Background: an optimization exercise with open tools, aiming at small area, a short achievable clock period and few clock cycles. Do not read the settings as production practice.
Function was checked by simulation only, so behaviour that the tests miss may differ from the original.
Power is estimated from default activity; no workload was simulated.

==> flow/design.v <==
module i_merge4(input wire          clk,
		input wire          reset,
		input wire [3:0]    i_valid,
		output wire [3:0]   i_ready,
		input wire [255:0]  i_data,
		input wire [3:0]    i_last,
		output wire [3:0]   o_valid,
		input wire [3:0]    o_ready,
		output wire [255:0] o_data,
		output wire [3:0]   o_last,
		output wire [3:0]   hgo,
		output wire [7:0]   hdst,
		input wire [3:0]    park_v,
		input wire [7:0]    park_sel);
   parameter REQ = 1;
   reg [3:0] first;
   reg [3:0] busy;
   reg [3:0] sel [0:3];		 
   reg [1:0]   hd [0:3];	 
   reg [3:0]   ok [0:3];	 
   reg [3:0]   wt [0:3];	 
   reg [255:0] xd;		 
   reg [3:0]   rdy, tk;
   reg [3:0]   ovalid, olast;
   reg [255:0] odata;
   reg [7:0]   hdst_r;
   integer     i, j;
   always @(*) begin
      for (i = 0; i < 4; i = i + 1) begin
	 hd[i] = REQ ? i_data[64*i+30 +: 2] : i_data[64*i+48 +: 2];
	 hdst_r[2*i +: 2] = hd[i];
	 xd[64*i +: 64] = i_data[64*i +: 64];
	 if (first[i]) begin
	    if (REQ)
	      xd[64*i+48 +: 8] = {i_data[64*i+48 +: 6], i[1:0]};
	    else
	      xd[64*i+48 +: 8] = {2'b00, i_data[64*i+50 +: 6]};
	 end
      end
      for (j = 0; j < 4; j = j + 1) begin
	 for (i = 0; i < 4; i = i + 1)
	   ok[j][i] = sel[j][i] & (first[i] ? (hd[i] == j) : busy[j]);
	 ovalid[j] = |(ok[j] & i_valid);
	 olast[j]  = |(sel[j] & i_last);
	 odata[64*j +: 64] = 64'h0;
	 for (i = 0; i < 4; i = i + 1)
	   if (sel[j][i]) odata[64*j +: 64] = odata[64*j +: 64] | xd[64*i +: 64];
      end
      for (i = 0; i < 4; i = i + 1) begin
	 rdy[i] = (ok[0][i] & o_ready[0]) | (ok[1][i] & o_ready[1]) |
		  (ok[2][i] & o_ready[2]) | (ok[3][i] & o_ready[3]);
	 tk[i] = i_valid[i] & rdy[i];
      end
      for (j = 0; j < 4; j = j + 1)
	for (i = 0; i < 4; i = i + 1)
	  wt[j][i] = i_valid[i] & first[i] & (hd[i] == j) & ~sel[j][i];
   end
   assign o_valid = ovalid;
   assign o_last  = olast;
   assign o_data  = odata;
   assign i_ready = rdy;
   assign hgo     = tk & first;
   assign hdst    = hdst_r;
   wire [3:0] otake = ovalid & o_ready;
   wire [3:0] busy_n = (otake & ~olast) | (~otake & (busy | ovalid));
   always @(posedge clk) begin
      for (i = 0; i < 4; i = i + 1)
	if (tk[i]) first[i] <= i_last[i];
      busy <= busy_n;
      for (j = 0; j < 4; j = j + 1)
	if (!busy_n[j]) begin
	   if (wt[j][0])      sel[j] <= 4'b0001;
	   else if (wt[j][1]) sel[j] <= 4'b0010;
	   else if (wt[j][2]) sel[j] <= 4'b0100;
	   else if (wt[j][3]) sel[j] <= 4'b1000;
	   else if (park_v[j]) sel[j] <= 4'b0001 << park_sel[2*j +: 2];
	end
      if (reset) begin
	 first <= 4'b1111;
	 busy <= 4'b0000;
	 for (j = 0; j < 4; j = j + 1) sel[j] <= 4'b0001;
      end
   end
endmodule
module mic_4r4c(input wire 	   clk,
		input wire 	   reset,
		input wire 	   R0I_TVALID,
		output wire 	   R0I_TREADY,
		input wire [63:0]  R0I_TDATA,
		input wire 	   R0I_TLAST,
		output wire 	   R0O_TVALID,
		input wire 	   R0O_TREADY,
		output wire [63:0] R0O_TDATA,
		output wire 	   R0O_TLAST,
		input wire 	   R1I_TVALID,
		output wire 	   R1I_TREADY,
		input wire [63:0]  R1I_TDATA,
		input wire 	   R1I_TLAST,
		output wire 	   R1O_TVALID,
		input wire 	   R1O_TREADY,
		output wire [63:0] R1O_TDATA,
		output wire 	   R1O_TLAST,
		input wire 	   R2I_TVALID,
		output wire 	   R2I_TREADY,
		input wire [63:0]  R2I_TDATA,
		input wire 	   R2I_TLAST,
		output wire 	   R2O_TVALID,
		input wire 	   R2O_TREADY,
		output wire [63:0] R2O_TDATA,
		output wire 	   R2O_TLAST,
		input wire 	   R3I_TVALID,
		output wire 	   R3I_TREADY,
		input wire [63:0]  R3I_TDATA,
		input wire 	   R3I_TLAST,
		output wire 	   R3O_TVALID,
		input wire 	   R3O_TREADY,
		output wire [63:0] R3O_TDATA,
		output wire 	   R3O_TLAST,
		output wire 	   C0O_TVALID,
		input wire 	   C0O_TREADY,
		output wire [63:0] C0O_TDATA,
		output wire 	   C0O_TLAST,
		input wire 	   C0I_TVALID,
		output wire 	   C0I_TREADY,
		input wire [63:0]  C0I_TDATA,
		input wire 	   C0I_TLAST,
		output wire 	   C1O_TVALID,
		input wire 	   C1O_TREADY,
		output wire [63:0] C1O_TDATA,
		output wire 	   C1O_TLAST,
		input wire 	   C1I_TVALID,
		output wire 	   C1I_TREADY,
		input wire [63:0]  C1I_TDATA,
		input wire 	   C1I_TLAST,
		output wire 	   C2O_TVALID,
		input wire 	   C2O_TREADY,
		output wire [63:0] C2O_TDATA,
		output wire 	   C2O_TLAST,
		input wire 	   C2I_TVALID,
		output wire 	   C2I_TREADY,
		input wire [63:0]  C2I_TDATA,
		input wire 	   C2I_TLAST,
		output wire 	   C3O_TVALID,
		input wire 	   C3O_TREADY,
		output wire [63:0] C3O_TDATA,
		output wire 	   C3O_TLAST,
		input wire 	   C3I_TVALID,
		output wire 	   C3I_TREADY,
		input wire [63:0]  C3I_TDATA,
		input wire 	   C3I_TLAST
		);
   wire [3:0]   rq_ov, rs_ov, rq_ol, rs_ol;
   wire [255:0] rq_od, rs_od;
   wire [3:0]   rq_ir, rs_ir;
   wire [3:0]   rq_hgo;
   wire [7:0]   rq_hdst;
   wire [3:0]   rs_fin = rs_ov & rs_ol & {R3O_TREADY, R2O_TREADY, R1O_TREADY, R0O_TREADY};
   wire [1:0]   rs_fin_id = rs_fin[0] ? 2'd0 : rs_fin[1] ? 2'd1 : rs_fin[2] ? 2'd2 : 2'd3;
   i_merge4 #(.REQ(1)) REQ_XBAR
     (.clk(clk), .reset(reset),
      .i_valid({R3I_TVALID, R2I_TVALID, R1I_TVALID, R0I_TVALID}),
      .i_ready(rq_ir),
      .i_data({R3I_TDATA, R2I_TDATA, R1I_TDATA, R0I_TDATA}),
      .i_last({R3I_TLAST, R2I_TLAST, R1I_TLAST, R0I_TLAST}),
      .o_valid(rq_ov),
      .o_ready({C3O_TREADY, C2O_TREADY, C1O_TREADY, C0O_TREADY}),
      .o_data(rq_od),
      .o_last(rq_ol),
      .hgo(rq_hgo), .hdst(rq_hdst),
      .park_v({4{|rs_fin}}), .park_sel({4{rs_fin_id}}));
   i_merge4 #(.REQ(0)) RSP_XBAR
     (.clk(clk), .reset(reset),
      .i_valid({C3I_TVALID, C2I_TVALID, C1I_TVALID, C0I_TVALID}),
      .i_ready(rs_ir),
      .i_data({C3I_TDATA, C2I_TDATA, C1I_TDATA, C0I_TDATA}),
      .i_last({C3I_TLAST, C2I_TLAST, C1I_TLAST, C0I_TLAST}),
      .o_valid(rs_ov),
      .o_ready({R3O_TREADY, R2O_TREADY, R1O_TREADY, R0O_TREADY}),
      .o_data(rs_od),
      .o_last(rs_ol),
      .hgo(), .hdst(),
      .park_v(rq_hgo), .park_sel(rq_hdst));
   assign {R3I_TREADY, R2I_TREADY, R1I_TREADY, R0I_TREADY} = rq_ir;
   assign {C3I_TREADY, C2I_TREADY, C1I_TREADY, C0I_TREADY} = rs_ir;
   assign {C3O_TVALID, C2O_TVALID, C1O_TVALID, C0O_TVALID} = rq_ov;
   assign {C3O_TLAST, C2O_TLAST, C1O_TLAST, C0O_TLAST} = rq_ol;
   assign {C3O_TDATA, C2O_TDATA, C1O_TDATA, C0O_TDATA} = rq_od;
   assign {R3O_TVALID, R2O_TVALID, R1O_TVALID, R0O_TVALID} = rs_ov;
   assign {R3O_TLAST, R2O_TLAST, R1O_TLAST, R0O_TLAST} = rs_ol;
   assign {R3O_TDATA, R2O_TDATA, R1O_TDATA, R0O_TDATA} = rs_od;
endmodule
==> flow/flow/run.sh <==
#!/bin/bash
# Standard ORFS layout, with two changes to how it is made:
#  - IO pins are placed by flow/pins.tcl (each data bit's pins side by side)
#    before ORFS's pin placer runs, which then has nothing left to place;
#  - port buffers are buf_2 cells instead of the default choice.
set -uo pipefail
bash standard.sh \
  "PRE_IO_PLACEMENT_TCL=$PWD/flow/pins.tcl" \
  "BUFFER_PORTS_ARGS=-buffer_cell sky130_fd_sc_hd__buf_2" \
  finish > standard.log 2>&1
==> flow/flow/pins.tcl <==
# Place every IO pin: request half on the top edge, response half on the
# bottom edge, each data bit's 8 pins side by side, control pins in the middle.
set block [ord::get_db_block]
set die [$block getDieArea]
set dbu [[$block getTech] getDbUnitsPerMicron]
set W [expr {double([$die xMax]) / $dbu}]
set H [expr {double([$die yMax]) / $dbu}]

proc edge_list {side} {
  set L {}
  if {$side eq "top"} {
    set ins {R0I R1I R2I R3I}; set outs {C0O C1O C2O C3O}
    set bits {}
    for {set b 0} {$b < 32} {incr b} { lappend bits $b }
    lappend bits ctl
    for {set b 32} {$b < 64} {incr b} { lappend bits $b }
  } else {
    set ins {C0I C1I C2I C3I}; set outs {R0O R1O R2O R3O}
    set bits {}
    for {set b 18} {$b < 50} {incr b} { lappend bits $b }
    lappend bits ctl
    for {set b 50} {$b < 64} {incr b} { lappend bits $b }
    for {set b 0} {$b < 18} {incr b} { lappend bits $b }
  }
  foreach b $bits {
    if {$b eq "ctl"} {
      foreach k {0 1 2 3} {
        set i [lindex $ins $k]; set o [lindex $outs $k]
        lappend L ${i}_TVALID ${i}_TLAST ${i}_TREADY ${o}_TVALID ${o}_TLAST ${o}_TREADY
      }
    } else {
      foreach k {0 1 2 3} {
        lappend L "[lindex $ins $k]_TDATA\[$b\]" "[lindex $outs $k]_TDATA\[$b\]"
      }
    }
  }
  return $L
}

# met2 tracks: pitch 0.46 um, offset 0.23 um
foreach side {top bottom} {
  set L [edge_list $side]
  set n [llength $L]
  set ntr [expr {int(($W - 0.46) / 0.46)}]
  set step [expr {$ntr / $n}]
  if {$step < 1} { set step 1 }
  set first [expr {($ntr - ($n - 1) * $step) / 2}]
  set y [expr {$side eq "top" ? $H : 0}]
  set k 0
  foreach p $L {
    set x [expr {0.23 + 0.46 * ($first + $k * $step)}]
    place_pin -pin_name $p -layer met2 -location [list $x $y] -force_to_die_boundary
    incr k
  }
}
# met3 tracks: pitch 0.68 um, offset 0.34 um
set ym [expr {0.34 + 0.68 * int($H / 2 / 0.68)}]
place_pin -pin_name clk -layer met3 -location [list 0 $ym] -force_to_die_boundary
place_pin -pin_name reset -layer met3 -location [list $W $ym] -force_to_die_boundary
==> flow/standard.sh <==
#!/bin/bash
# synth_recipe.tcl (not shown) runs the flow's synth.tcl, then flattens the netlist and writes it again
# the make line also repeats each setting of config.mk as NAME=value (left out here)
make -C /OpenROAD-flow-scripts/flow DESIGN_CONFIG=/design/flow/config.mk WORK_HOME=/design/flow/orfs CLKGATE_MAP_FILE= SYNTH_SCRIPT=/design/flow/synth_recipe.tcl "${@:-finish}"
==> flow/config.mk <==
export PLATFORM = sky130hd
export DESIGN_NAME = mic_4r4c
export DESIGN_NICKNAME = mic_4r4c
export VERILOG_FILES = /design/flow/design.v
export SDC_FILE = /design/flow/constraint.sdc
export NUM_CORES = 4
export LEC_CHECK = 0
export CAP_MARGIN = 20
export CORE_AREA = 2 2 268 148
export DIE_AREA = 0 0 270 150
export SETUP_SLACK_MARGIN = 2.0
export SLEW_MARGIN = 20
==> flow/constraint.sdc <==
create_clock -name core_clock -period 5.0 [get_ports {clk}]
set_input_delay 1.0000 -clock core_clock [delete_from_list [all_inputs] [get_ports {clk}]]
set_output_delay 1.0000 -clock core_clock [all_outputs]
set_load 0.01 [all_outputs]
==> impl_metrics.py, run 1 <==
metrics = {
    "die": {
        "fp.dieW_microns": 270,
        "die_h_microns": 150,
        "rows": 53,
        "start_util_pct": 40.08,
        "io_pins": 0,
    },
    "synthesis": {
        "yosys_register_bits": 48,
        "avgSynthCellArea_sq_um": 6.436,
        "yosysSeqAreaShare_pct": 6.266,
        "syn_nets": 2921,
        "ys_async_sr_fraction_pct": 0,
        "synth_cells": 2383,
        "synth_cell_types": 56,
        "ys.flop_type": "dfxtp_1",
        "syn-cell-area_sq_um": 15340,
        "synth_area_leaders": "a22oi_1, nand2_1, dfxtp_1, clkbuf_1, mux2_2",
        "yosysTopAreaCell": "a22oi_1",
        "synth_edf_count": 0,
        "yosysWarnings": 10,
        "yosysTopAreaCellShare_pct": 50.52,
    },
    "status": {
        "error": "[ERROR GRT-0116] Global routing finished with congestion. Check the congestion regions in the DRC Viewer.",
        "lastStage": "global routing",
        "outcome": "did not finish",
    },
    "clocking": {
        "cts.path.max_buffers": 2,
        "h-tree-depth": 2,
        "cts_sinks": 48,
        "cts_made_buffers": 5,
        "ctsRootBufferMaster": "clkbuf_16",
    },
    "place": {
        "placement.cell_area_sq_um": 20830,
        "post-dp-hpwl_microns": 82940,
        "numPortBuffers": 1073,
        "place.gp.congestion": 1.114,
    },
    "global_route": {
        "grt_pass1_vias": 27770,
        "grt_max_degree": 68,
        "grt_pass1_wl_microns": 180600,
        "grt_overflow_total": 48,
        "grt_usage_pct": 57.88,
    },
}
-- Yosys cell counts (all sizes together) (5+ instances only) --
cell type / instances
a211o: 8
a21oi: 33
a22oi: 1032
and3b: 12
buf: 91
clkbuf: 172
dfxtp: 48
inv: 22
mux2: 49
mux2i: 26
nand2: 581
nand2b: 19
nand3: 14
nand3b: 6
nand4: 7
nor2: 23
nor2b: 35
nor3: 15
nor3b: 10
nor4: 7
nor4b: 6
o2111ai: 11
o211a: 6
o211ai: 30
o21ai: 35
o31a: 5
o41ai: 7
or2: 11
or4: 7
-- power groups by stage --
stage	clock, uW	combinational (uW)	sequential (uW)
global placement	0	3930	723
floorplan	0	2220	462
CTS	368	4050	713
detailed placement	0	3970	718
-- worst max-delay path by stage --
stage                              from                               to  cells after the start
after floorplan           C1I_TDATA[48]  REQ_XBAR.sel[0][3]$_SDFFE_PP0P_                      7
after global placement    C0I_TDATA[49]  REQ_XBAR.sel[0][3]$_SDFFE_PP0P_                      7
after detailed placement  C0I_TDATA[49]  REQ_XBAR.sel[0][3]$_SDFFE_PP0P_                      7
after CTS                 C1I_TDATA[49]                       R2O_TVALID                      5
-- cell families after synthesis --
family	after synthesis	synth area share [%]
simple gates	773	22.22
buf+inv	285	7.057
mux	75	5.319
flops	48	6.266
compound gates	1202	59.14
-- repair_timing --
action                     in CTS
hold buffers                    0
resized for setup             110
setup buffers                  43
setup endpoints to repair     357
pin swaps                      35
-- per-layer routing --
layer	GRT overflow	track usage (%)
met5	0	7.177
met4	16	45.31
met3	0	32.77
met2	32	75.09
met1	0	68.52
-- metrics by stage --
stage	setup slack (ns)	util (%)	cells	hold slack [ns]
after floorplan	1.946	-	2383	0.5173
after global placement	1.215	54.43	3768	0.5780
after detailed placement	1.158	54.43	3768	0.5669
after CTS	1.859	56.66	3819	0.5860
Testbench counts, summed over its fixed seeds: cycles 9,374.
==> run 2, diff against run 1 <==
--- a/flow/config.mk
+++ b/flow/config.mk
@@ -6,7 +6,7 @@
 export NUM_CORES = 4
 export LEC_CHECK = 0
 export CAP_MARGIN = 20
-export CORE_AREA = 2 2 268 148
-export DIE_AREA = 0 0 270 150
-export SETUP_SLACK_MARGIN = 2.0
+export CORE_AREA = 2 2 268 178
+export DIE_AREA = 0 0 270 180
+export SETUP_SLACK_MARGIN = 2.3
 export SLEW_MARGIN = 20
==> run 2 against run 1 <==
The flow again stops in global routing. Synthesized area unchanged. Synthesized cell count did not move.
==> impl_metrics.py, run 2 <==
metrics = {
    "status": {
        "outcome": "did not finish",
        "lastStage": "global routing",
        "error": "[ERROR GRT-0116] Global routing finished with congestion. Check the congestion regions in the DRC Viewer.",
    },
    "die": {
        "rows": 64,
        "io_pins": 0,
        "start_util_pct": 33.19,
        "fp.dieW_microns": 270,
        "die_h_microns": 180,
    },
    "synthesis": {
        "yosysWarnings": 10,
        "ys.flop_type": "dfxtp_1",
        "avgSynthCellArea_sq_um": 6.436,
        "yosysSeqAreaShare_pct": 6.266,
        "synth_common_cells": "a22oi_1, nand2_1, clkbuf_1, buf_1",
        "synth_area_leaders": "a22oi_1, nand2_1, dfxtp_1, clkbuf_1, mux2_2",
        "yosysMostFrequentCell": "a22oi_1",
        "synth_cells": 2383,
        "syn_nets": 2921,
        "synth_edf_count": 0,
        "ys_async_sr_fraction_pct": 0,
        "yosys_register_bits": 48,
        "yosysTopAreaCell": "a22oi_1",
        "syn-cell-area_sq_um": 15340,
        "synth_cell_types": 56,
        "yosysTopAreaCellShare_pct": 50.52,
    },
    "global_route": {
        "grt_pass1_vias": 28440,
        "grt_pass1_wl_microns": 196800,
        "grt_overflow_total": 48,
        "grt_usage_pct": 53.20,
        "grt_max_degree": 68,
    },
    "place": {
        "place.gp.congestion": 1.049,
        "placement.cell_area_sq_um": 20970,
        "post-dp-hpwl_microns": 79840,
        "numPortBuffers": 1073,
    },
    "clocking": {
        "cts.path.max_buffers": 2,
        "h-tree-depth": 2,
        "cts-hold-fix-buffers": 0,
        "ctsRootBufferMaster": "clkbuf_16",
        "cts_sinks": 48,
        "cts_made_buffers": 5,
    },
}
run 2: cell counts after synthesis:
No cell type changed its count.
run 2: kinds of logic after synthesis:
kind of cell / after synthesis / share of synthesized area (%)
AOI/OAI and AO/OA: 1202 / 59.14
muxes: 75 / 5.319
buffers and inverters: 285 / 7.057
and+or+nand+nor: 773 / 22.22
DFF: 48 / 6.266
run 2: stage by stage:
step	utilization (%)	std cells	hold WS, ns	setup WS (ns)
global placement	45.38	3862	0.6400	1.246
detailed placement	45.38	3862	0.6245	1.184
CTS	51.51	3940	0.6579	1.878
floorplan	-	2383	0.5171	1.949
run 2: timing repair:
| action | in CTS |
|---|---|
| endpoints found under the setup margin | 545 |
| setup buffers | 68 |
| gates cloned | 2 |
| resized for setup | 449 |
| pin swaps | 188 |
run 2: worst min-delay path by stage:
stage	from	to	slack, ns
2_1_floorplan	REQ_XBAR.busy[3]$_SDFF_PP0_	REQ_XBAR.busy[3]$_SDFF_PP0_	0.52
3_3_place_gp	RSP_XBAR.sel[3][1]$_SDFFE_PP0P_	RSP_XBAR.sel[3][1]$_SDFFE_PP0P_	0.64
3_5_place_dp	RSP_XBAR.sel[3][1]$_SDFFE_PP0P_	RSP_XBAR.sel[3][1]$_SDFFE_PP0P_	0.62
4_1_cts	RSP_XBAR.sel[3][1]$_SDFFE_PP0P_	RSP_XBAR.sel[3][1]$_SDFFE_PP0P_	0.66
run 2: power by group through the flow:
stage               Sequential, uW  Clock [uW]  Combinational [uW]
global placement               841           0                3800
floorplan                      462           0                2230
CTS                            715         361                4450
detailed placement             834           0                3840
run 2: layer usage:
metal	GRT usage (%)	GRT overflow
met1	63.79	0
met2	68.90	37
met3	28.76	0
met4	42.13	11
met5	3.314	0
